Context: an optimization exercise on an open-source flow, tuned for small area. The choices shown serve that exercise and are no tape-out recipe. RTL that was checked went through simulation tests only; none was proved equivalent to the original. For run 3, only the layout was checked, not whether the RTL still works.

==> flow/design.v (outline; a module is shown in full before it is edited, if it fits) <==
// module FA: 4 lines
// module HA: 4 lines
// module XOR2: 3 lines
// module Quantize: 392 lines
// module top: 1141 lines
module top(
    input  wire         clk_i,
    input  wire         rstn_i,
    input  wire         start_i,
    input  wire [31:0]  vector_x_i,
    input  wire [31:0]  quant_w_i,
    output wire         done_o,
    output wire [31:0]  dout_o
);
  // ...
==> flow/flow/run.sh <==
#!/bin/bash
# The standard layout (standard.sh, unchanged synthesis), with two differences:
# the port buffers that global placement inserts are buf_1 cells, and clock tree
# synthesis adds no dummy loads.
set -euo pipefail
bash standard.sh 'BUFFER_PORTS_ARGS=-buffer_cell sky130_fd_sc_hd__buf_1' \
  'CTS_ARGS=-sink_clustering_enable -repair_clock_nets -buf_list {sky130_fd_sc_hd__clkbuf_4 sky130_fd_sc_hd__clkbuf_8} -dont_use_dummy_load' \
  finish > flow.log 2>&1
==> flow/standard.sh <==
#!/bin/bash
# synth_recipe.tcl (not shown) runs the flow's synth.tcl, then flattens the netlist and writes it again
# the make line also repeats each setting of config.mk as NAME=value (left out here)
make -C /OpenROAD-flow-scripts/flow DESIGN_CONFIG=/design/flow/config.mk WORK_HOME=/design/flow/orfs CLKGATE_MAP_FILE= SYNTH_SCRIPT=/design/flow/synth_recipe.tcl "${@:-finish}"
==> flow/config.mk <==
export PLATFORM = sky130hd
export DESIGN_NAME = top
export DESIGN_NICKNAME = top
export VERILOG_FILES = /design/flow/design.v
export SDC_FILE = /design/flow/constraint.sdc
export NUM_CORES = 4
export LEC_CHECK = 0
export CAP_MARGIN = 20
export CORE_MARGIN = 2
export CORE_UTILIZATION = 40
export CTS_BUF_LIST = sky130_fd_sc_hd__clkbuf_4 sky130_fd_sc_hd__clkbuf_8
export SLEW_MARGIN = 20
export SYNTH_HIERARCHICAL = 1
export SYNTH_MINIMUM_KEEP_SIZE = 0
==> flow/constraint.sdc <==
create_clock -name core_clock -period 33.0 [get_ports {clk_i}]
set_input_delay 6.6000 -clock core_clock [delete_from_list [all_inputs] [get_ports {clk_i}]]
set_output_delay 6.6000 -clock core_clock [all_outputs]
set_load 0.01 [all_outputs]
==> flow_summary.toml, run 1 <==
[run_status]
outcome = "finished clean"

[global_routing]
antenna_found_initial = 0
met2_usage_pct = 31.4
grt_usage_pct = 19.1

[timing]
fin_crit_ns = 27.37
setup_slack_ns = 5.63

[finish]
final-instance-count-excl-fill = 1724
inv_count = 56
buffers = 110
largest_class = "multi-input combinational cells"
nonClkBufAreaFrac_pct = 3.20

[logic_synthesis]
synth_area_sq_um = 13800
synth_top_family_by_area = "adder cells"
synth-compound-area-share_pct = 10.9
seq_area_frac_synth_pct = 14.2
synth_fa_ha_area_share_pct = 49.2
synth-edff-count = 0
async_flop_share_pct = 5.15

[die]
die-area_sq_um = 36000
start_util_pct = 40.3
die_h_um = 190

[clock_tree]
cts_sinks = 97
cts_made_buffers = 9
root_buffer = "clkbuf_8"
cts_tree = "built"

[critical_path]
reg2reg_depth = 26
critPathLaunchType = "input port"
crit_path_start = "vector_x_i[31]"
cp_slowest_cell = "fa_1"

[place]
dp_hpwl_um = 27300
dpl_worst_slack_ns = 5.17

[min_path]
whs_path_depth = 0

[route]
wl_met3_um = 1790
==> run 2, diff against run 1 <==
==> flow/flow/run.sh (replaced) <==
#!/bin/bash
# The standard layout (standard.sh, unchanged synthesis), with three differences:
# the port buffers that global placement inserts are buf_1 cells, cells on paths with
# slack to spare are sized down after global placement (flow/recover.tcl), and clock
# tree synthesis adds no dummy loads.
set -euo pipefail
bash standard.sh 'BUFFER_PORTS_ARGS=-buffer_cell sky130_fd_sc_hd__buf_1' \
  "POST_GLOBAL_PLACE_TCL=$PWD/flow/recover.tcl" \
  'CTS_ARGS=-sink_clustering_enable -repair_clock_nets -buf_list {sky130_fd_sc_hd__clkbuf_4 sky130_fd_sc_hd__clkbuf_8} -dont_use_dummy_load' \
  finish > flow.log 2>&1
==> flow/flow/recover.tcl (new file) <==
# After global placement: size down cells on paths with slack to spare
# (repair_timing's power recovery), before repair_design and detailed placement.
repair_timing -recover_power 100 -verbose
==> run 2 against run 1 <==
  * Sequential share of layout area hardly changed
  * Register-to-register slack better by 0.07 ns
  * Sequential cell count unchanged
  * Non-clock buffer count did not move
  * Synthesized cell count did not move
  * Critical endpoint is now q1[5]
  * Highest routed layer unchanged
==> flow_summary.toml, run 2 <==
[logic_synthesis]
async_flop_share_pct = 5.15
synth-simple-area-share_pct = 9.70
syn_area_per_cell_sq_um = 11.4
synth_top_area_share_pct = 45.5
ys_types = 58
synth_top_family_by_area = "adder cells"
seq_area_frac_synth_pct = 14.2
synth_fa_ha_area_share_pct = 49.2
ys_ff_latch = 97
yosysTopAreaCell = "fa_1"
yosys-top-cells-count = "fa_1, xor2_1, a22oi_1"
yosysWarnings = 7
yosys_most_used_dff = "dfxtp_1"
synth.most_common_cell = "fa_1"
synth_area_sq_um = 13800
synthMuxAreaShare_pct = 0.145
synthTopCellsByArea = "fa_1, dfxtp_1, xor2_1"
synth-edff-count = 0
synth-xor-area-share_pct = 11.7
synth-compound-area-share_pct = 10.9
syn_inst = 1214

[route]
postRouteAntennaNets = 0
first_pass_iters = 6
totalWireLength_um = 33200
first_iter_violations = 716
vias_per_cell = 5.38
wl_per_cell_um = 19.2
via_count = 9283
drc = 0

[global_routing]
grt_max_degree = 43
antenna_found_initial = 0
grt_remaining_overflow = 0
grt_pass1_wl_um = 54200
grt_pass1_vias = 10000
grt_usage_pct = 19.2

[clock_tree]
root_buffer = "clkbuf_8"
cts_tree = "built"
hold_buffers = 0
post_cts_buffers = 0
cts_sinks = 97
path_clk_slew_ns = 0.10
clock_latency_ns = 0.38
cts_buffer_depth = 2
cts_made_buffers = 9
cts.repair.resized = 0
h-tree-depth = 3

[flow_run]
maxCapViolCount = 0

[timing]
slew_viol_final = 0
fin_crit_ns = 27.39
setup_violations = 0
fmax_mhz = 36.5
worst_pin_slew_ns = 1.08
grt_setup_unrepaired = "no"
final.setup.tns_ns = 0
finClkSkew_ns = 0.0315
slew_headroom_pct = 27.6
timing.final.crit_share_pct = 83.0
report.final.hold_viol_count = 0

[place]
dp_hpwl_um = 27300
dpl-instance-area_sq_um = 14500
port_buffers = 95
placed_cells = 1714

[critical_path]
critPathMaxStageDelay_ns = 0.60
crit_required_ns = 33.32
arrival_ns = 27.71
end_kind = "flop"
cp_max_fo = 8
cp_slowest_cell = "fa_1"
crit_type = "input port to flop"
cpMostUsedCell = "fa_1"
critPathLaunchType = "input port"

[finish]
multi_input_area_sq_um = 11300
final-instance-count-excl-fill = 1724
final_area_sq_um = 14700
nNetsFinal = 1689
final_common_cell = "fa_1"
fillers = 3285
syn2layout_area_growth_pct = 6.22
final_util_pct = 42.8
drive_above_1_share_pct = 3.63
layout_common_cells = "fa_1, xor2_1, a22oi_1"
regArea_sq_um = 1970

[die]
rows = 68
die_h_um = 190
die_w_um = 190
start_util_pct = 40.3
ios = 100
core_area_sq_um = 34300
die-area_sq_um = 36000

[run_status]
outcome = "finished clean"

[min_path]
hold_path.class = "flop to flop"
-- run 2: cell count changes in the layout (fill, tap and decap cells not counted), sizes merged --
cell / change
buf: -9
clkbuf: +9
-- run 2: Yosys stat by module (local to each module, per instance) --
module / copies in the design / area [sq um] / cells inside / flip-flops and latches
top: 1 / 4860 / 568 / 97
Quantize: 1 / 747 / 124 / 0
HA: 27 / 12.5 / 1 / 0
FA: 313 / 20.0 / 1 / 0
XOR2: 182 / 8.76 / 1 / 0
-- run 2: layer usage --
| layer | vias up | track usage [%] | part of all wire (%) |
|---|---|---|---|
| li1 | 4134 | - | - |
| met1 | 4754 | 27.4 | 45 |
| met2 | 352 | 31.4 | 47 |
| met3 | 43 | 2.32 | 5.9 |
| met4 | 0 | 4.26 | 1.7 |
| met5 | - | 0 | 0 |
-- run 2: final cells by class --
cell class                 instances  share of cell area, %
antenna                            1                 0.0171
clock buffer                       9                  0.844
inverter                          56                   1.43
multi-input combinational        996                   77.2
sequential                        97                   13.4
tap                              455                   3.88
timing repair buffer             110                   3.20
-- run 2: critical path, delay by kind of cell --
family / cells / cell delay (ns)
AND/OR/NAND/NOR: 8 / 1.46
AO/OA/AOI/OAI: 5 / 1.14
adder cells (fa/ha/maj): 40 / 16.32
XOR/XNOR: 3 / 1.24
buffers and inverters: 9 / 0.95
-- run 2: through the flow --
stage / setup WS (ns) / hold WS, ns
floorplan: 6.78 / 0.310
global placement: 5.62 / 0.314
detailed placement: 5.16 / 0.318
CTS: 5.61 / 0.309
global route: 4.49 / 0.326
finish: 5.61 / 0.308
-- run 2: final timing paths --
check	startpoint	slack, ns	cells past startpoint	endpoint
worst max register to register	q2[1]	22.77	26	acc1[18]
worst min-delay path	q1[2]	0.31	0	q2[2]
min in group asynchronous	rstn_i	6.05	1	cnt[1]
worst max-delay path	vector_x_i[31]	5.61	65	q1[5]
worst min register to register	q1[2]	0.31	0	q2[2]
max in group asynchronous	rstn_i	26.73	1	cnt[2]
-- run 2: cells by family after synthesis --
group / Yosys count
flops: 97
fa+ha+maj: 355
simple gates: 246
xor+xnor: 184
compound gates: 205
buf+inv: 124
mux: 2
other cells: 1
==> module Quantize, before the edit <==
module Quantize (
    input  wire [31:0] din_i,
    input  wire        en_i,      
    output wire [7:0]  q_o
);
wire [31:0] x = din_i;
wire e = x[2] & (~x[31] | x[1] | x[0]);
wire [7:0] W;
wire [1:0] m;
wire [2:0] tA, tB, tz;
wire [3:0] ts;
wire t7 = &tz;
wire [8:0] s9;
wire q1s;
wire q1c;
wire q2s;
wire q2c;
wire q3;
wire q4;
wire q5s;
wire q5c;
wire q6s;
wire q6c;
wire q7s;
wire q7c;
wire q8s;
wire q8c;
wire q9s;
wire q9c;
wire q10s;
wire q10c;
wire q11s;
wire q11c;
wire q12s;
wire q12c;
wire q13s;
wire q13c;
wire q14s;
wire q14c;
wire q15s;
wire q15c;
wire q16s;
wire q16c;
wire q17;
wire q18;
wire q19s;
wire q19c;
wire q20s;
wire q20c;
wire q21s;
wire q21c;
wire q22;
wire q23;
wire q24s;
wire q24c;
wire q25s;
wire q25c;
wire q26s;
wire q26c;
wire q27;
wire q28;
wire q29s;
wire q29c;
wire q30;
wire q31;
wire q32s;
wire q32c;
wire q33;
wire q34;
wire q35s;
wire q35c;
wire q36s;
wire q36c;
wire q37s;
wire q37c;
wire q38s;
wire q38c;
wire q39;
wire q40;
wire q41;
wire q42;
wire q43s;
wire q43c;
wire q44s;
wire q44c;
wire q45s;
wire q45c;
wire q46s;
wire q46c;
wire q47s;
wire q47c;
wire q48s;
wire q48c;
wire q49s;
wire q49c;
wire q50s;
wire q50c;
wire q51s;
wire q51c;
wire q52s;
wire q52c;
wire q53s;
wire q53c;
wire q54s;
wire q54c;
wire q55s;
wire q55c;
wire q56s;
wire q56c;
wire q57s;
wire q57c;
wire q58s;
wire q58c;
wire q59s;
wire q59c;
wire q60s;
wire q60c;
wire q61s;
wire q61c;
wire q62s;
wire q62c;
wire q63s;
wire q63c;
wire q64s;
wire q64c;
wire q65s;
wire q65c;
wire q66s;
wire q66c;
wire q67s;
wire q67c;
wire q68s;
wire q68c;
wire q69s;
wire q69c;
wire q70s;
wire q70c;
wire q71s;
wire q71c;
wire q72s;
wire q72c;
wire q73s;
wire q73c;
wire q74s;
wire q74c;
wire q75s;
wire q75c;
wire q76s;
wire q76c;
wire q77s;
wire q77c;
wire q78s;
wire q78c;
wire q79s;
wire q79c;
wire q80s;
wire q80c;
wire q81;
wire q82;
wire q83s;
wire q83c;
wire q84;
wire q85;
wire q86s;
wire q86c;
wire q87;
wire q88;
wire q89s;
wire q89c;
wire q90;
wire q91;
wire q92s;
wire q92c;
wire q93;
wire q94;
wire q95s;
wire q95c;
wire q96s;
wire q96c;
wire q97s;
wire q97c;
wire q98;
wire q99;
wire q100;
wire q101;
wire q102s;
wire q102c;
wire q103;
wire q104;
wire q105s;
wire q105c;
wire q106s;
wire q106c;
wire q107s;
wire q107c;
wire q108s;
wire q108c;
wire q109s;
wire q109c;
wire q110s;
wire q110c;
wire q111s;
wire q111c;
wire q112s;
wire q112c;
wire q113s;
wire q113c;
wire q114s;
wire q114c;
wire q115s;
wire q115c;
wire q116s;
wire q116c;
wire q117s;
wire q117c;
wire q118s;
wire q118c;
wire q119s;
wire q119c;
wire q120s;
wire q120c;
wire q121s;
wire q121c;
wire q122s;
wire q122c;
wire q123s;
wire q123c;
wire q124s;
wire q124c;
wire q125s;
wire q125c;
wire q126;
wire q127;
wire q128;
wire q129;
wire q130;
wire q131;
wire q132;
wire q133;
wire q134;
wire q135;
wire q136;
FA uq1 (.a(x[3]), .b(x[17]), .c(e), .s(q1s), .co(q1c));
FA uq2 (.a(x[10]), .b(x[24]), .c(x[31]), .s(q2s), .co(q2c));
XOR2 uq3 (.a(q1s), .b(q2s), .y(q3));
assign q4 = q1s & ~q2s;
FA uq5 (.a(x[4]), .b(x[18]), .c(q1c), .s(q5s), .co(q5c));
FA uq6 (.a(x[11]), .b(x[25]), .c(q2c), .s(q6s), .co(q6c));
FA uq7 (.a(q4), .b(q5s), .c(~q6s), .s(q7s), .co(q7c));
FA uq8 (.a(x[5]), .b(x[19]), .c(q5c), .s(q8s), .co(q8c));
FA uq9 (.a(x[12]), .b(x[26]), .c(q6c), .s(q9s), .co(q9c));
FA uq10 (.a(q7c), .b(q8s), .c(~q9s), .s(q10s), .co(q10c));
FA uq11 (.a(x[6]), .b(x[20]), .c(q8c), .s(q11s), .co(q11c));
FA uq12 (.a(x[13]), .b(x[27]), .c(q9c), .s(q12s), .co(q12c));
FA uq13 (.a(q10c), .b(q11s), .c(~q12s), .s(q13s), .co(q13c));
FA uq14 (.a(x[7]), .b(x[21]), .c(q11c), .s(q14s), .co(q14c));
FA uq15 (.a(x[14]), .b(x[28]), .c(q12c), .s(q15s), .co(q15c));
FA uq16 (.a(q13c), .b(q14s), .c(q13s), .s(q16s), .co(q16c));
XOR2 uq17 (.a(q15s), .b(q16s), .y(q17));
assign q18 = ~q15s | q16s;
FA uq19 (.a(x[8]), .b(x[22]), .c(q14c), .s(q19s), .co(q19c));
FA uq20 (.a(x[15]), .b(x[29]), .c(q15c), .s(q20s), .co(q20c));
FA uq21 (.a(q19s), .b(q16c), .c(q18), .s(q21s), .co(q21c));
XOR2 uq22 (.a(q20s), .b(q21s), .y(q22));
assign q23 = ~q20s & q21s;
FA uq24 (.a(x[9]), .b(x[23]), .c(q19c), .s(q24s), .co(q24c));
FA uq25 (.a(x[16]), .b(x[30]), .c(q20c), .s(q25s), .co(q25c));
FA uq26 (.a(q24s), .b(q21c), .c(q23), .s(q26s), .co(q26c));
XOR2 uq27 (.a(q25s), .b(q26s), .y(q27));
assign q28 = ~q25s & q26s;
FA uq29 (.a(q24c), .b(q26c), .c(q28), .s(q29s), .co(q29c));
XOR2 uq30 (.a(q25c), .b(q29s), .y(q30));
assign q31 = ~q25c & q29s;
HA uq32 (.a(q29c), .b(q31), .s(q32s), .co(q32c));
XOR2 uq33 (.a(q3), .b(q30), .y(q33));
assign q34 = ~q3 & q30;
FA uq35 (.a(q7s), .b(~q32s), .c(q34), .s(q35s), .co(q35c));
FA uq36 (.a(q10s), .b(~q32c), .c(q35c), .s(q36s), .co(q36c));
FA uq37 (.a(~q13s), .b(q36c), .c(q36s), .s(q37s), .co(q37c));
HA uq38 (.a(q17), .b(q37c), .s(q38s), .co(q38c));
XOR2 uq39 (.a(q22), .b(q38c), .y(q39));
assign q40 = ~q22 | q38c;
XOR2 uq41 (.a(q27), .b(q40), .y(q41));
assign q42 = ~q27 & q40;
assign W = {q42, ~q41, q39, q38s, q37s, ~q36s, q35s, ~q33};
assign m = {W >= 8'd86, (W >= 8'd43 && W < 8'd86) || W >= 8'd129};
FA uq43 (.a(x[3]), .b(x[6]), .c(x[9]), .s(q43s), .co(q43c));
FA uq44 (.a(x[12]), .b(x[15]), .c(x[18]), .s(q44s), .co(q44c));
FA uq45 (.a(x[21]), .b(x[24]), .c(x[27]), .s(q45s), .co(q45c));
FA uq46 (.a(x[30]), .b(x[31]), .c(e), .s(q46s), .co(q46c));
FA uq47 (.a(q43s), .b(q44s), .c(q45s), .s(q47s), .co(q47c));
FA uq48 (.a(q46s), .b(q47s), .c(m[0]), .s(q48s), .co(q48c));
FA uq49 (.a(q48s), .b(q33), .c(q41), .s(q49s), .co(q49c));
FA uq50 (.a(x[4]), .b(x[7]), .c(x[10]), .s(q50s), .co(q50c));
FA uq51 (.a(x[13]), .b(x[16]), .c(x[19]), .s(q51s), .co(q51c));
FA uq52 (.a(x[22]), .b(x[25]), .c(x[28]), .s(q52s), .co(q52c));
FA uq53 (.a(q43c), .b(q44c), .c(q45c), .s(q53s), .co(q53c));
FA uq54 (.a(q46c), .b(q50s), .c(q51s), .s(q54s), .co(q54c));
FA uq55 (.a(q52s), .b(q47c), .c(q53s), .s(q55s), .co(q55c));
FA uq56 (.a(q54s), .b(m[1]), .c(q55s), .s(q56s), .co(q56c));
FA uq57 (.a(q35s), .b(q38s), .c(q42), .s(q57s), .co(q57c));
FA uq58 (.a(q48c), .b(q56s), .c(q49c), .s(q58s), .co(q58c));
FA uq59 (.a(x[5]), .b(x[8]), .c(x[11]), .s(q59s), .co(q59c));
FA uq60 (.a(x[14]), .b(x[17]), .c(x[20]), .s(q60s), .co(q60c));
FA uq61 (.a(x[23]), .b(x[26]), .c(x[29]), .s(q61s), .co(q61c));
FA uq62 (.a(x[31]), .b(q50c), .c(q51c), .s(q62s), .co(q62c));
FA uq63 (.a(q52c), .b(q59s), .c(q60s), .s(q63s), .co(q63c));
FA uq64 (.a(q61s), .b(q53c), .c(q54c), .s(q64s), .co(q64c));
FA uq65 (.a(q62s), .b(q63s), .c(q55c), .s(q65s), .co(q65c));
FA uq66 (.a(q64s), .b(q56c), .c(q65s), .s(q66s), .co(q66c));
FA uq67 (.a(q66s), .b(q36s), .c(q58c), .s(q67s), .co(q67c));
FA uq68 (.a(q39), .b(q57c), .c(~q67s), .s(q68s), .co(q68c));
FA uq69 (.a(q59c), .b(q60c), .c(q61c), .s(q69s), .co(q69c));
FA uq70 (.a(q62c), .b(q63c), .c(q69s), .s(q70s), .co(q70c));
FA uq71 (.a(q64c), .b(q70s), .c(q65c), .s(q71s), .co(q71c));
FA uq72 (.a(q66c), .b(q71s), .c(q49s), .s(q72s), .co(q72c));
FA uq73 (.a(~q37s), .b(q72s), .c(q67c), .s(q73s), .co(q73c));
FA uq74 (.a(q69c), .b(q70c), .c(q71c), .s(q74s), .co(q74c));
FA uq75 (.a(q74s), .b(q58s), .c(q72c), .s(q75s), .co(q75c));
FA uq76 (.a(~q57s), .b(q75s), .c(q73c), .s(q76s), .co(q76c));
FA uq77 (.a(q74c), .b(q75c), .c(q76c), .s(q77s), .co(q77c));
FA uq78 (.a(~q68c), .b(q73s), .c(q77c), .s(q78s), .co(q78c));
assign tA = {~q68s, q76s, q78s};
assign tB = {q77s, q78c, 1'b0};
assign ts = tA + tB;
assign tz = ts[2:0] + ts[3];    
FA uq79 (.a(x[3]), .b(e), .c(q33), .s(q79s), .co(q79c));
FA uq80 (.a(x[4]), .b(q79c), .c(q79s), .s(q80s), .co(q80c));
XOR2 uq81 (.a(q35s), .b(q80s), .y(q81));
assign q82 = ~q35s | q80s;
FA uq83 (.a(x[5]), .b(q36s), .c(q80c), .s(q83s), .co(q83c));
XOR2 uq84 (.a(q82), .b(q83s), .y(q84));
assign q85 = q82 | q83s;
FA uq86 (.a(x[6]), .b(q83c), .c(q85), .s(q86s), .co(q86c));
XOR2 uq87 (.a(q37s), .b(q86s), .y(q87));
assign q88 = ~q37s & q86s;
FA uq89 (.a(x[7]), .b(q86c), .c(q88), .s(q89s), .co(q89c));
XOR2 uq90 (.a(q38s), .b(q89s), .y(q90));
assign q91 = ~q38s | q89s;
FA uq92 (.a(x[8]), .b(q89c), .c(q91), .s(q92s), .co(q92c));
XOR2 uq93 (.a(q39), .b(q92s), .y(q93));
assign q94 = ~q39 & q92s;
FA uq95 (.a(x[9]), .b(q41), .c(q92c), .s(q95s), .co(q95c));
HA uq96 (.a(q94), .b(q95s), .s(q96s), .co(q96c));
FA uq97 (.a(x[10]), .b(q95c), .c(q96c), .s(q97s), .co(q97c));
XOR2 uq98 (.a(q42), .b(q97s), .y(q98));
assign q99 = ~q42 | q97s;
XOR2 uq100 (.a(x[11]), .b(q97c), .y(q100));
XOR2 uq101 (.a(q100), .b(q99), .y(q101));
FA uq102 (.a(~m[0]), .b(tz[0]), .c(t7), .s(q102s), .co(q102c));
XOR2 uq103 (.a(q102s), .b(q79s), .y(q103));
assign q104 = q102s | ~q79s;
FA uq105 (.a(tz[1]), .b(q102c), .c(q104), .s(q105s), .co(q105c));
FA uq106 (.a(~m[1]), .b(q81), .c(q105s), .s(q106s), .co(q106c));
FA uq107 (.a(tz[2]), .b(q105c), .c(q106c), .s(q107s), .co(q107c));
FA uq108 (.a(q79s), .b(q84), .c(~q107s), .s(q108s), .co(q108c));
FA uq109 (.a(tz[0]), .b(q81), .c(q107c), .s(q109s), .co(q109c));
FA uq110 (.a(m[0]), .b(q87), .c(q108c), .s(q110s), .co(q110c));
FA uq111 (.a(~q109s), .b(q108s), .c(q110s), .s(q111s), .co(q111c));
FA uq112 (.a(m[1]), .b(q84), .c(q110c), .s(q112s), .co(q112c));
FA uq113 (.a(tz[1]), .b(q109c), .c(q90), .s(q113s), .co(q113c));
FA uq114 (.a(q111c), .b(q112s), .c(~q113s), .s(q114s), .co(q114c));
FA uq115 (.a(q79s), .b(q87), .c(q112c), .s(q115s), .co(q115c));
FA uq116 (.a(q115s), .b(q93), .c(q114c), .s(q116s), .co(q116c));
FA uq117 (.a(tz[2]), .b(q113c), .c(~q116s), .s(q117s), .co(q117c));
FA uq118 (.a(tz[0]), .b(q81), .c(q90), .s(q118s), .co(q118c));
FA uq119 (.a(m[0]), .b(q115c), .c(q116c), .s(q119s), .co(q119c));
FA uq120 (.a(q118s), .b(q96s), .c(q117c), .s(q120s), .co(q120c));
FA uq121 (.a(~q119s), .b(q117s), .c(q120s), .s(q121s), .co(q121c));
FA uq122 (.a(m[1]), .b(q79s), .c(q84), .s(q122s), .co(q122c));
FA uq123 (.a(q122s), .b(q93), .c(q119c), .s(q123s), .co(q123c));
FA uq124 (.a(tz[1]), .b(q118c), .c(q98), .s(q124s), .co(q124c));
FA uq125 (.a(q120c), .b(q124s), .c(q121c), .s(q125s), .co(q125c));
XOR2 uq126 (.a(q123s), .b(q125s), .y(q126));
assign q127 = ~q123s & q125s;
XOR2 uq128 (.a(tz[2]), .b(q81), .y(q128));
XOR2 uq129 (.a(q128), .b(q122c), .y(q129));
XOR2 uq130 (.a(q129), .b(q87), .y(q130));
XOR2 uq131 (.a(q130), .b(q96s), .y(q131));
XOR2 uq132 (.a(q131), .b(q123c), .y(q132));
XOR2 uq133 (.a(q132), .b(q101), .y(q133));
XOR2 uq134 (.a(q133), .b(q124c), .y(q134));
XOR2 uq135 (.a(q134), .b(q125c), .y(q135));
XOR2 uq136 (.a(q135), .b(q127), .y(q136));
assign s9 = {~q136, ~q126, q121s, ~q117s, ~q114s, ~q111s, q108s, q106s, q103};
wire sat = s9[8] ^ s9[7];
wire [7:0] qn = {s9[8], sat ? {7{s9[7]}} : s9[6:0]};
wire wp = ~x[31] & (&x[30:11]) & (x[10:0] >= 11'd844);
wire wn = x[31] & ~(|x[30:11]) & (x[10:0] < 11'd1204);
wire [7:0] qw = x[31] ? ((x[10:0] >= 11'd852) ? 8'd164 : 8'd163) : ((x[10:0] > 11'd1196) ? 8'd93 : 8'd92);
assign q_o = ~en_i ? 8'd0 : (wp | wn) ? qw : qn;
endmodule
==> run 3, diff against run 2 <==
--- a/flow/design.v
+++ b/flow/design.v
@@ -10,4 +10,7 @@
 assign y = a ^ b;
 endmodule
+module XNOR2 (input wire a, input wire b, output wire y);
+assign y = ~(a ^ b);
+endmodule
 module Quantize (
     input  wire [31:0] din_i,
@@ -19,7 +22,7 @@
 wire [7:0] W;
 wire [1:0] m;
-wire [2:0] tA, tB, tz;
+wire [2:0] tA, tB, v;
 wire [3:0] ts;
-wire t7 = &tz;
+wire v6 = v[2] & v[1];
 wire [8:0] s9;
 wire q1s;
@@ -91,8 +94,6 @@
 wire q41;
 wire q42;
-wire q43s;
-wire q43c;
-wire q44s;
-wire q44c;
+wire q43;
+wire q44;
 wire q45s;
 wire q45c;
@@ -103,8 +104,6 @@
 wire q48s;
 wire q48c;
-wire q49s;
-wire q49c;
-wire q50s;
-wire q50c;
+wire q49;
+wire q50;
 wire q51s;
 wire q51c;
@@ -167,36 +166,47 @@
 wire q80s;
 wire q80c;
-wire q81;
-wire q82;
+wire q81s;
+wire q81c;
+wire q82s;
+wire q82c;
 wire q83s;
 wire q83c;
-wire q84;
-wire q85;
+wire q84s;
+wire q84c;
+wire q85s;
+wire q85c;
 wire q86s;
 wire q86c;
-wire q87;
-wire q88;
+wire q87s;
+wire q87c;
+wire q88s;
+wire q88c;
 wire q89s;
 wire q89c;
-wire q90;
+wire q90s;
+wire q90c;
 wire q91;
 wire q92s;
 wire q92c;
-wire q93;
-wire q94;
-wire q95s;
-wire q95c;
-wire q96s;
-wire q96c;
+wire q93s;
+wire q93c;
+wire q94s;
+wire q94c;
+wire q95;
+wire q96;
 wire q97s;
 wire q97c;
-wire q98;
-wire q99;
-wire q100;
+wire q98s;
+wire q98c;
+wire q99s;
+wire q99c;
+wire q100s;
+wire q100c;
 wire q101;
-wire q102s;
-wire q102c;
-wire q103;
-wire q104;
+wire q102;
+wire q103s;
+wire q103c;
+wire q104s;
+wire q104c;
 wire q105s;
 wire q105c;
@@ -215,41 +225,12 @@
 wire q112s;
 wire q112c;
-wire q113s;
-wire q113c;
-wire q114s;
-wire q114c;
-wire q115s;
-wire q115c;
-wire q116s;
-wire q116c;
-wire q117s;
-wire q117c;
-wire q118s;
-wire q118c;
-wire q119s;
-wire q119c;
-wire q120s;
-wire q120c;
-wire q121s;
-wire q121c;
-wire q122s;
-wire q122c;
-wire q123s;
-wire q123c;
-wire q124s;
-wire q124c;
-wire q125s;
-wire q125c;
-wire q126;
-wire q127;
-wire q128;
-wire q129;
-wire q130;
-wire q131;
-wire q132;
-wire q133;
-wire q134;
-wire q135;
-wire q136;
+wire q113;
+wire q114;
+wire q115;
+wire q116;
+wire q117;
+wire q118;
+wire q119;
+wire q120;
 FA uq1 (.a(x[3]), .b(x[17]), .c(e), .s(q1s), .co(q1c));
 FA uq2 (.a(x[10]), .b(x[24]), .c(x[31]), .s(q2s), .co(q2c));
@@ -296,103 +277,87 @@
 assign W = {q42, ~q41, q39, q38s, q37s, ~q36s, q35s, ~q33};
 assign m = {W >= 8'd86, (W >= 8'd43 && W < 8'd86) || W >= 8'd129};
-FA uq43 (.a(x[3]), .b(x[6]), .c(x[9]), .s(q43s), .co(q43c));
-FA uq44 (.a(x[12]), .b(x[15]), .c(x[18]), .s(q44s), .co(q44c));
-FA uq45 (.a(x[21]), .b(x[24]), .c(x[27]), .s(q45s), .co(q45c));
-FA uq46 (.a(x[30]), .b(x[31]), .c(e), .s(q46s), .co(q46c));
-FA uq47 (.a(q43s), .b(q44s), .c(q45s), .s(q47s), .co(q47c));
-FA uq48 (.a(q46s), .b(q47s), .c(m[0]), .s(q48s), .co(q48c));
-FA uq49 (.a(q48s), .b(q33), .c(q41), .s(q49s), .co(q49c));
-FA uq50 (.a(x[4]), .b(x[7]), .c(x[10]), .s(q50s), .co(q50c));
-FA uq51 (.a(x[13]), .b(x[16]), .c(x[19]), .s(q51s), .co(q51c));
-FA uq52 (.a(x[22]), .b(x[25]), .c(x[28]), .s(q52s), .co(q52c));
-FA uq53 (.a(q43c), .b(q44c), .c(q45c), .s(q53s), .co(q53c));
-FA uq54 (.a(q46c), .b(q50s), .c(q51s), .s(q54s), .co(q54c));
-FA uq55 (.a(q52s), .b(q47c), .c(q53s), .s(q55s), .co(q55c));
-FA uq56 (.a(q54s), .b(m[1]), .c(q55s), .s(q56s), .co(q56c));
-FA uq57 (.a(q35s), .b(q38s), .c(q42), .s(q57s), .co(q57c));
-FA uq58 (.a(q48c), .b(q56s), .c(q49c), .s(q58s), .co(q58c));
-FA uq59 (.a(x[5]), .b(x[8]), .c(x[11]), .s(q59s), .co(q59c));
-FA uq60 (.a(x[14]), .b(x[17]), .c(x[20]), .s(q60s), .co(q60c));
-FA uq61 (.a(x[23]), .b(x[26]), .c(x[29]), .s(q61s), .co(q61c));
-FA uq62 (.a(x[31]), .b(q50c), .c(q51c), .s(q62s), .co(q62c));
-FA uq63 (.a(q52c), .b(q59s), .c(q60s), .s(q63s), .co(q63c));
-FA uq64 (.a(q61s), .b(q53c), .c(q54c), .s(q64s), .co(q64c));
-FA uq65 (.a(q62s), .b(q63s), .c(q55c), .s(q65s), .co(q65c));
-FA uq66 (.a(q64s), .b(q56c), .c(q65s), .s(q66s), .co(q66c));
-FA uq67 (.a(q66s), .b(q36s), .c(q58c), .s(q67s), .co(q67c));
-FA uq68 (.a(q39), .b(q57c), .c(~q67s), .s(q68s), .co(q68c));
-FA uq69 (.a(q59c), .b(q60c), .c(q61c), .s(q69s), .co(q69c));
-FA uq70 (.a(q62c), .b(q63c), .c(q69s), .s(q70s), .co(q70c));
-FA uq71 (.a(q64c), .b(q70s), .c(q65c), .s(q71s), .co(q71c));
-FA uq72 (.a(q66c), .b(q71s), .c(q49s), .s(q72s), .co(q72c));
-FA uq73 (.a(~q37s), .b(q72s), .c(q67c), .s(q73s), .co(q73c));
-FA uq74 (.a(q69c), .b(q70c), .c(q71c), .s(q74s), .co(q74c));
-FA uq75 (.a(q74s), .b(q58s), .c(q72c), .s(q75s), .co(q75c));
-FA uq76 (.a(~q57s), .b(q75s), .c(q73c), .s(q76s), .co(q76c));
-FA uq77 (.a(q74c), .b(q75c), .c(q76c), .s(q77s), .co(q77c));
-FA uq78 (.a(~q68c), .b(q73s), .c(q77c), .s(q78s), .co(q78c));
-assign tA = {~q68s, q76s, q78s};
-assign tB = {q77s, q78c, 1'b0};
+XOR2 uq43 (.a(m[0]), .b(q33), .y(q43));
+assign q44 = m[0] & ~q33;
+FA uq45 (.a(m[1]), .b(q44), .c(q35s), .s(q45s), .co(q45c));
+FA uq46 (.a(m[0]), .b(~q36s), .c(q45c), .s(q46s), .co(q46c));
+FA uq47 (.a(m[1]), .b(q46c), .c(q37s), .s(q47s), .co(q47c));
+FA uq48 (.a(m[0]), .b(q38s), .c(q47c), .s(q48s), .co(q48c));
+XOR2 uq49 (.a(m[1]), .b(q39), .y(q49));
+XOR2 uq50 (.a(q49), .b(q48c), .y(q50));
+FA uq51 (.a(x[3]), .b(x[6]), .c(x[9]), .s(q51s), .co(q51c));
+FA uq52 (.a(x[12]), .b(x[15]), .c(x[18]), .s(q52s), .co(q52c));
+FA uq53 (.a(x[21]), .b(x[24]), .c(x[27]), .s(q53s), .co(q53c));
+FA uq54 (.a(x[30]), .b(e), .c(q51s), .s(q54s), .co(q54c));
+FA uq55 (.a(q52s), .b(q53s), .c(q54s), .s(q55s), .co(q55c));
+FA uq56 (.a(q55s), .b(q43), .c(~q47s), .s(q56s), .co(q56c));
+FA uq57 (.a(x[4]), .b(x[7]), .c(x[10]), .s(q57s), .co(q57c));
+FA uq58 (.a(x[13]), .b(x[16]), .c(x[19]), .s(q58s), .co(q58c));
+FA uq59 (.a(x[22]), .b(x[25]), .c(x[28]), .s(q59s), .co(q59c));
+FA uq60 (.a(q51c), .b(q52c), .c(q53c), .s(q60s), .co(q60c));
+FA uq61 (.a(q57s), .b(q58s), .c(q59s), .s(q61s), .co(q61c));
+FA uq62 (.a(q54c), .b(q60s), .c(q61s), .s(q62s), .co(q62c));
+FA uq63 (.a(x[31]), .b(q45s), .c(q48s), .s(q63s), .co(q63c));
+FA uq64 (.a(q55c), .b(q62s), .c(q56c), .s(q64s), .co(q64c));
+FA uq65 (.a(x[5]), .b(x[8]), .c(x[11]), .s(q65s), .co(q65c));
+FA uq66 (.a(x[14]), .b(x[17]), .c(x[20]), .s(q66s), .co(q66c));
+FA uq67 (.a(x[23]), .b(x[26]), .c(x[29]), .s(q67s), .co(q67c));
+FA uq68 (.a(q57c), .b(q58c), .c(q59c), .s(q68s), .co(q68c));
+FA uq69 (.a(q65s), .b(q66s), .c(q67s), .s(q69s), .co(q69c));
+FA uq70 (.a(q60c), .b(q61c), .c(q68s), .s(q70s), .co(q70c));
+FA uq71 (.a(q69s), .b(q62c), .c(q70s), .s(q71s), .co(q71c));
+FA uq72 (.a(q46s), .b(q50), .c(q63c), .s(q72s), .co(q72c));
+FA uq73 (.a(q71s), .b(q64c), .c(~q72s), .s(q73s), .co(q73c));
+FA uq74 (.a(q65c), .b(q66c), .c(q67c), .s(q74s), .co(q74c));
+FA uq75 (.a(q68c), .b(q69c), .c(q74s), .s(q75s), .co(q75c));
+FA uq76 (.a(q70c), .b(q75s), .c(q71c), .s(q76s), .co(q76c));
+FA uq77 (.a(q76s), .b(q56s), .c(q73c), .s(q77s), .co(q77c));
+FA uq78 (.a(q74c), .b(q75c), .c(q76c), .s(q78s), .co(q78c));
+FA uq79 (.a(q78s), .b(q64s), .c(q77c), .s(q79s), .co(q79c));
+FA uq80 (.a(q78c), .b(q73s), .c(q79c), .s(q80s), .co(q80c));
+FA uq81 (.a(~q72c), .b(q77s), .c(q80c), .s(q81s), .co(q81c));
+FA uq82 (.a(~q63s), .b(q79s), .c(q81c), .s(q82s), .co(q82c));
+assign tA = {q80s, q82s, q81s};
+assign tB = {q82c, 1'b0, 1'b0};
 assign ts = tA + tB;
-assign tz = ts[2:0] + ts[3];    
-FA uq79 (.a(x[3]), .b(e), .c(q33), .s(q79s), .co(q79c));
-FA uq80 (.a(x[4]), .b(q79c), .c(q79s), .s(q80s), .co(q80c));
-XOR2 uq81 (.a(q35s), .b(q80s), .y(q81));
-assign q82 = ~q35s | q80s;
-FA uq83 (.a(x[5]), .b(q36s), .c(q80c), .s(q83s), .co(q83c));
-XOR2 uq84 (.a(q82), .b(q83s), .y(q84));
-assign q85 = q82 | q83s;
-FA uq86 (.a(x[6]), .b(q83c), .c(q85), .s(q86s), .co(q86c));
-XOR2 uq87 (.a(q37s), .b(q86s), .y(q87));
-assign q88 = ~q37s & q86s;
-FA uq89 (.a(x[7]), .b(q86c), .c(q88), .s(q89s), .co(q89c));
-XOR2 uq90 (.a(q38s), .b(q89s), .y(q90));
-assign q91 = ~q38s | q89s;
-FA uq92 (.a(x[8]), .b(q89c), .c(q91), .s(q92s), .co(q92c));
-XOR2 uq93 (.a(q39), .b(q92s), .y(q93));
-assign q94 = ~q39 & q92s;
-FA uq95 (.a(x[9]), .b(q41), .c(q92c), .s(q95s), .co(q95c));
-HA uq96 (.a(q94), .b(q95s), .s(q96s), .co(q96c));
-FA uq97 (.a(x[10]), .b(q95c), .c(q96c), .s(q97s), .co(q97c));
-XOR2 uq98 (.a(q42), .b(q97s), .y(q98));
-assign q99 = ~q42 | q97s;
-XOR2 uq100 (.a(x[11]), .b(q97c), .y(q100));
-XOR2 uq101 (.a(q100), .b(q99), .y(q101));
-FA uq102 (.a(~m[0]), .b(tz[0]), .c(t7), .s(q102s), .co(q102c));
-XOR2 uq103 (.a(q102s), .b(q79s), .y(q103));
-assign q104 = q102s | ~q79s;
-FA uq105 (.a(tz[1]), .b(q102c), .c(q104), .s(q105s), .co(q105c));
-FA uq106 (.a(~m[1]), .b(q81), .c(q105s), .s(q106s), .co(q106c));
-FA uq107 (.a(tz[2]), .b(q105c), .c(q106c), .s(q107s), .co(q107c));
-FA uq108 (.a(q79s), .b(q84), .c(~q107s), .s(q108s), .co(q108c));
-FA uq109 (.a(tz[0]), .b(q81), .c(q107c), .s(q109s), .co(q109c));
-FA uq110 (.a(m[0]), .b(q87), .c(q108c), .s(q110s), .co(q110c));
-FA uq111 (.a(~q109s), .b(q108s), .c(q110s), .s(q111s), .co(q111c));
-FA uq112 (.a(m[1]), .b(q84), .c(q110c), .s(q112s), .co(q112c));
-FA uq113 (.a(tz[1]), .b(q109c), .c(q90), .s(q113s), .co(q113c));
-FA uq114 (.a(q111c), .b(q112s), .c(~q113s), .s(q114s), .co(q114c));
-FA uq115 (.a(q79s), .b(q87), .c(q112c), .s(q115s), .co(q115c));
-FA uq116 (.a(q115s), .b(q93), .c(q114c), .s(q116s), .co(q116c));
-FA uq117 (.a(tz[2]), .b(q113c), .c(~q116s), .s(q117s), .co(q117c));
-FA uq118 (.a(tz[0]), .b(q81), .c(q90), .s(q118s), .co(q118c));
-FA uq119 (.a(m[0]), .b(q115c), .c(q116c), .s(q119s), .co(q119c));
-FA uq120 (.a(q118s), .b(q96s), .c(q117c), .s(q120s), .co(q120c));
-FA uq121 (.a(~q119s), .b(q117s), .c(q120s), .s(q121s), .co(q121c));
-FA uq122 (.a(m[1]), .b(q79s), .c(q84), .s(q122s), .co(q122c));
-FA uq123 (.a(q122s), .b(q93), .c(q119c), .s(q123s), .co(q123c));
-FA uq124 (.a(tz[1]), .b(q118c), .c(q98), .s(q124s), .co(q124c));
-FA uq125 (.a(q120c), .b(q124s), .c(q121c), .s(q125s), .co(q125c));
-XOR2 uq126 (.a(q123s), .b(q125s), .y(q126));
-assign q127 = ~q123s & q125s;
-XOR2 uq128 (.a(tz[2]), .b(q81), .y(q128));
-XOR2 uq129 (.a(q128), .b(q122c), .y(q129));
-XOR2 uq130 (.a(q129), .b(q87), .y(q130));
-XOR2 uq131 (.a(q130), .b(q96s), .y(q131));
-XOR2 uq132 (.a(q131), .b(q123c), .y(q132));
-XOR2 uq133 (.a(q132), .b(q101), .y(q133));
-XOR2 uq134 (.a(q133), .b(q124c), .y(q134));
-XOR2 uq135 (.a(q134), .b(q125c), .y(q135));
-XOR2 uq136 (.a(q135), .b(q127), .y(q136));
-assign s9 = {~q136, ~q126, q121s, ~q117s, ~q114s, ~q111s, q108s, q106s, q103};
+assign v = ts[2:0] + ts[3];    
+FA uq83 (.a(x[3]), .b(e), .c(q43), .s(q83s), .co(q83c));
+FA uq84 (.a(x[4]), .b(q83c), .c(~q45s), .s(q84s), .co(q84c));
+FA uq85 (.a(x[5]), .b(~q46s), .c(q84c), .s(q85s), .co(q85c));
+FA uq86 (.a(x[6]), .b(q85c), .c(~q47s), .s(q86s), .co(q86c));
+FA uq87 (.a(x[7]), .b(~q48s), .c(q86c), .s(q87s), .co(q87c));
+FA uq88 (.a(x[8]), .b(~q50), .c(q87c), .s(q88s), .co(q88c));
+HA uq89 (.a(x[9]), .b(q88c), .s(q89s), .co(q89c));
+HA uq90 (.a(x[10]), .b(q89c), .s(q90s), .co(q90c));
+XOR2 uq91 (.a(x[11]), .b(q90c), .y(q91));
+FA uq92 (.a(v[0]), .b(v6), .c(q83s), .s(q92s), .co(q92c));
+FA uq93 (.a(v[1]), .b(q92c), .c(q84s), .s(q93s), .co(q93c));
+FA uq94 (.a(v[2]), .b(q83s), .c(q85s), .s(q94s), .co(q94c));
+XOR2 uq95 (.a(q93c), .b(q94s), .y(q95));
+assign q96 = q93c | q94s;
+FA uq97 (.a(v[0]), .b(q84s), .c(q94c), .s(q97s), .co(q97c));
+FA uq98 (.a(q86s), .b(q96), .c(q97s), .s(q98s), .co(q98c));
+FA uq99 (.a(v[1]), .b(q85s), .c(q97c), .s(q99s), .co(q99c));
+FA uq100 (.a(q87s), .b(q98c), .c(q99s), .s(q100s), .co(q100c));
+XOR2 uq101 (.a(q98s), .b(q100s), .y(q101));
+assign q102 = q98s | q100s;
+FA uq103 (.a(v[2]), .b(q83s), .c(q86s), .s(q103s), .co(q103c));
+FA uq104 (.a(q103s), .b(q99c), .c(q88s), .s(q104s), .co(q104c));
+FA uq105 (.a(q100c), .b(q104s), .c(q102), .s(q105s), .co(q105c));
+FA uq106 (.a(v[0]), .b(q84s), .c(q87s), .s(q106s), .co(q106c));
+FA uq107 (.a(q103c), .b(q89s), .c(q106s), .s(q107s), .co(q107c));
+FA uq108 (.a(q104c), .b(q107s), .c(q105c), .s(q108s), .co(q108c));
+FA uq109 (.a(v[1]), .b(q83s), .c(q85s), .s(q109s), .co(q109c));
+FA uq110 (.a(q109s), .b(q88s), .c(q106c), .s(q110s), .co(q110c));
+FA uq111 (.a(q90s), .b(q107c), .c(q110s), .s(q111s), .co(q111c));
+FA uq112 (.a(q111s), .b(q108c), .c(q108s), .s(q112s), .co(q112c));
+XOR2 uq113 (.a(v[2]), .b(q84s), .y(q113));
+XOR2 uq114 (.a(q113), .b(q109c), .y(q114));
+XOR2 uq115 (.a(q114), .b(q86s), .y(q115));
+XOR2 uq116 (.a(q115), .b(q89s), .y(q116));
+XOR2 uq117 (.a(q116), .b(q110c), .y(q117));
+XOR2 uq118 (.a(q117), .b(q91), .y(q118));
+XOR2 uq119 (.a(q118), .b(q111c), .y(q119));
+XOR2 uq120 (.a(q119), .b(q112c), .y(q120));
+assign s9 = {q120, q112s, ~q108s, q105s, ~q101, ~q98s, ~q95, q93s, q92s};
 wire sat = s9[8] ^ s9[7];
 wire [7:0] qn = {s9[8], sat ? {7{s9[7]}} : s9[6:0]};
==> flow/flow/run.sh (replaced) <==
#!/bin/bash
# The standard layout (standard.sh, unchanged synthesis), with two differences:
# the port buffers that global placement inserts are buf_1 cells, and clock tree
# synthesis adds no dummy loads.
set -euo pipefail
bash standard.sh 'BUFFER_PORTS_ARGS=-buffer_cell sky130_fd_sc_hd__buf_1' \
  'CTS_ARGS=-sink_clustering_enable -repair_clock_nets -buf_list {sky130_fd_sc_hd__clkbuf_4 sky130_fd_sc_hd__clkbuf_8} -dont_use_dummy_load' \
  finish > flow.log 2>&1
removed: flow/flow/recover.tcl
==> run 3 against run 2 <==
  * Worst setup slack better by 1.5 ns
  * Cell count down 1.8%
  * Sequential cell count did not move
  * Cell area fell by 1.5%
  * Clock skew rose by 0.0064 ns
  * Sequential share of layout area grew 0.20 points
==> flow_summary.toml, run 3 <==
[run_status]
outcome = "finished clean"

[global_routing]
grt_remaining_overflow = 0
grt_pass1_wl_um = 52500
grt_usage_pct = 18.8
grt_pass1_vias = 9629
antenna_found_initial = 0
grt_max_degree = 54

[logic_synthesis]
yosysWarnings = 7
ys_types = 61
synth.most_common_cell = "fa_1"
synth_area_sq_um = 13600
async_flop_share_pct = 5.15
syn_area_per_cell_sq_um = 11.4
yosysTopAreaCell = "fa_1"
synth-edff-count = 0
syn_inst = 1191
yosys-top-cells-count = "fa_1, xor2_1, a22oi_1"
yosys_most_used_dff = "dfxtp_1"
ys_ff_latch = 97
synthTopCellsByArea = "fa_1, dfxtp_1, xor2_1"
synth_top_area_share_pct = 45.1
seq_area_frac_synth_pct = 14.5

[critical_path]
critPathLaunchType = "input port"
critPathMaxStageDelay_ns = 0.59
crit_required_ns = 33.29
cpMostUsedCell = "fa_1"
crit_type = "input port to flop"
arrival_ns = 26.18
rrSetupSlack_ns = 23.34
cp_max_fo = 10
cp_slowest_cell = "fa_1"
end_kind = "flop"
reg2reg_depth = 27

[finish]
multi_input_area_sq_um = 11100
regArea_sq_um = 1970
syn2layout_area_growth_pct = 6.32
final_common_cell = "fa_1"
layout_common_cells = "fa_1, xor2_1, a22oi_1"
drive_above_1_share_pct = 4.10
nNetsFinal = 1658
fillers = 3236
final_area_sq_um = 14400

[route]
totalWireLength_um = 32400
first_pass_iters = 6
via_count = 8966
drc = 0
vias_per_cell = 5.30
first_iter_violations = 697
postRouteAntennaNets = 0
wl_per_cell_um = 19.2

[min_path]
whs_path_depth = 0
hold_path.class = "flop to flop"

[timing]
slew_viol_final = 0
finClkSkew_ns = 0.0379
grt_setup_unrepaired = "no"
fin_crit_ns = 25.88
final.setup.tns_ns = 0
report.final.hold_viol_count = 0
worst_pin_slew_ns = 1.09
setup_violations = 0
timing.final.crit_share_pct = 78.4
slew_headroom_pct = 27.1
fmax_mhz = 38.6

[die]
die-area_sq_um = 35500
die_w_um = 188
start_util_pct = 40.5
ios = 100
rows = 67
die_h_um = 188
core_area_sq_um = 33500

[place]
port_buffers = 95
dp_hpwl_um = 26900
place_congestion = 0.882
dpl-instance-area_sq_um = 14300

[clock_tree]
path_clk_slew_ns = 0.11
root_buffer = "clkbuf_8"
cts_buffer_depth = 2
cts_tree = "built"
h-tree-depth = 3
cts_made_buffers = 9
cts.repair.resized = 0
cts_sinks = 97
post_cts_buffers = 0
hold_buffers = 0
clock_latency_ns = 0.39

[flow_run]
maxCapViolCount = 0
-- run 3: cell type report --
| type | instances | area share [%] |
|---|---|---|
| Multi-Input combinational cell | 981 | 77.2 |
| Inverter | 47 | 1.22 |
| Antenna cell | 1 | 0.0173 |
| Clock buffer | 9 | 0.857 |
| Timing Repair Buffer | 110 | 3.25 |
| Tap cell | 448 | 3.88 |
| Sequential cell | 97 | 13.6 |
-- run 3: logic make-up (layout without fill, tap and decap cells) --
| family | after synthesis | in the layout | synth area share (%) |
|---|---|---|---|
| adders and majority gates | 348 | 348 | 48.9 |
| and+or+nand+nor | 247 | 247 | 9.82 |
| AOI/OAI and AO/OA | 199 | 199 | 10.9 |
| xor gates and xnor gates | 179 | 179 | 11.5 |
| buffers and inverters | 116 | 166 | 4.03 |
| DFF | 97 | 97 | 14.5 |
| muxes | 4 | 4 | 0.295 |
| other | 1 | 5 | 0.0276 |
-- run 3: per-module statistics from Yosys, one instance, submodules excluded --
module / cells / area [sq um] / times used
FA: 1 / 20.0 / 306
HA: 1 / 12.5 / 28
top: 568 / 4860 / 1
Quantize: 112 / 702 / 1
XOR2: 1 / 8.76 / 177
-- run 3: per-stage QoR --
step,util [%],instances,hold slack (ns),setup slack [ns]
2_1_floorplan,-,1194,0.310,8.22
3_3_place_gp,42.7,1683,0.311,7.16
3_5_place_dp,42.7,1683,0.312,6.64
4_1_cts,43.1,1692,0.336,7.11
5_1_grt,43.1,1692,0.337,6.26
6_report,43.1,1693,0.334,7.12
-- run 3: critical path, delay by kind of cell --
kind	cells	cell delay (ns)
buffers and inverters	5	0.69
AND/OR/NAND/NOR	10	1.81
AO/OA/AOI/OAI	4	1.02
adder cells (fa/ha/maj)	37	14.94
XOR/XNOR	3	1.07
-- run 3: layer usage --
layer,track usage (%),wire [um]
met1,27.2,15400
met4,4.30,536
met2,30.9,15300
met3,1.71,1200
met5,0,0
-- run 3: final timing paths --
kind / start / to
worst min-delay path: q1[3] / q2[3]
worst max register to register: q2[1] / acc3[18]
max in group asynchronous: rstn_i / cnt[4]
min in group asynchronous: rstn_i / cnt[3]
worst max-delay path: vector_x_i[31] / q1[5]
worst min register to register: q1[3] / q2[3]

-- re-timing with driven ports --
The results above use ideal ports. As a check the final layouts listed here were re-extracted and re-timed, cells and wires unchanged.
Step 1 sets driving cells, clkbuf_16 on the clock port and buf_2 on the other inputs (assumed; they add their load-dependent delay and slew).
Step 2 moves the port delays by t, midway between the first and last clock arrival at a register: inputs arrive t later, outputs are due t later. That takes back most of the time a late clock gives input paths.
a / b / c = no drivers / after step 1 / after step 2; a / b = the first two.
run	t, ns	slack for setup (ns)	clock arrival spread, ns	slew at the worst register clock pin (ns)
run 1	0.411	5.626 / 5.644 / 5.233	0.036 / 0.036	0.11 / 0.11
run 2	0.402	5.610 / 5.621 / 5.219	0.031 / 0.032	0.10 / 0.10
run 3	0.408	7.118 / 7.136 / 6.727	0.038 / 0.037	0.11 / 0.11
After both steps setup and hold are still met in every run listed. For run 1, which loses most, drivers alone change the setup slack by +0.018 ns; drivers and shift together by -0.393 ns.
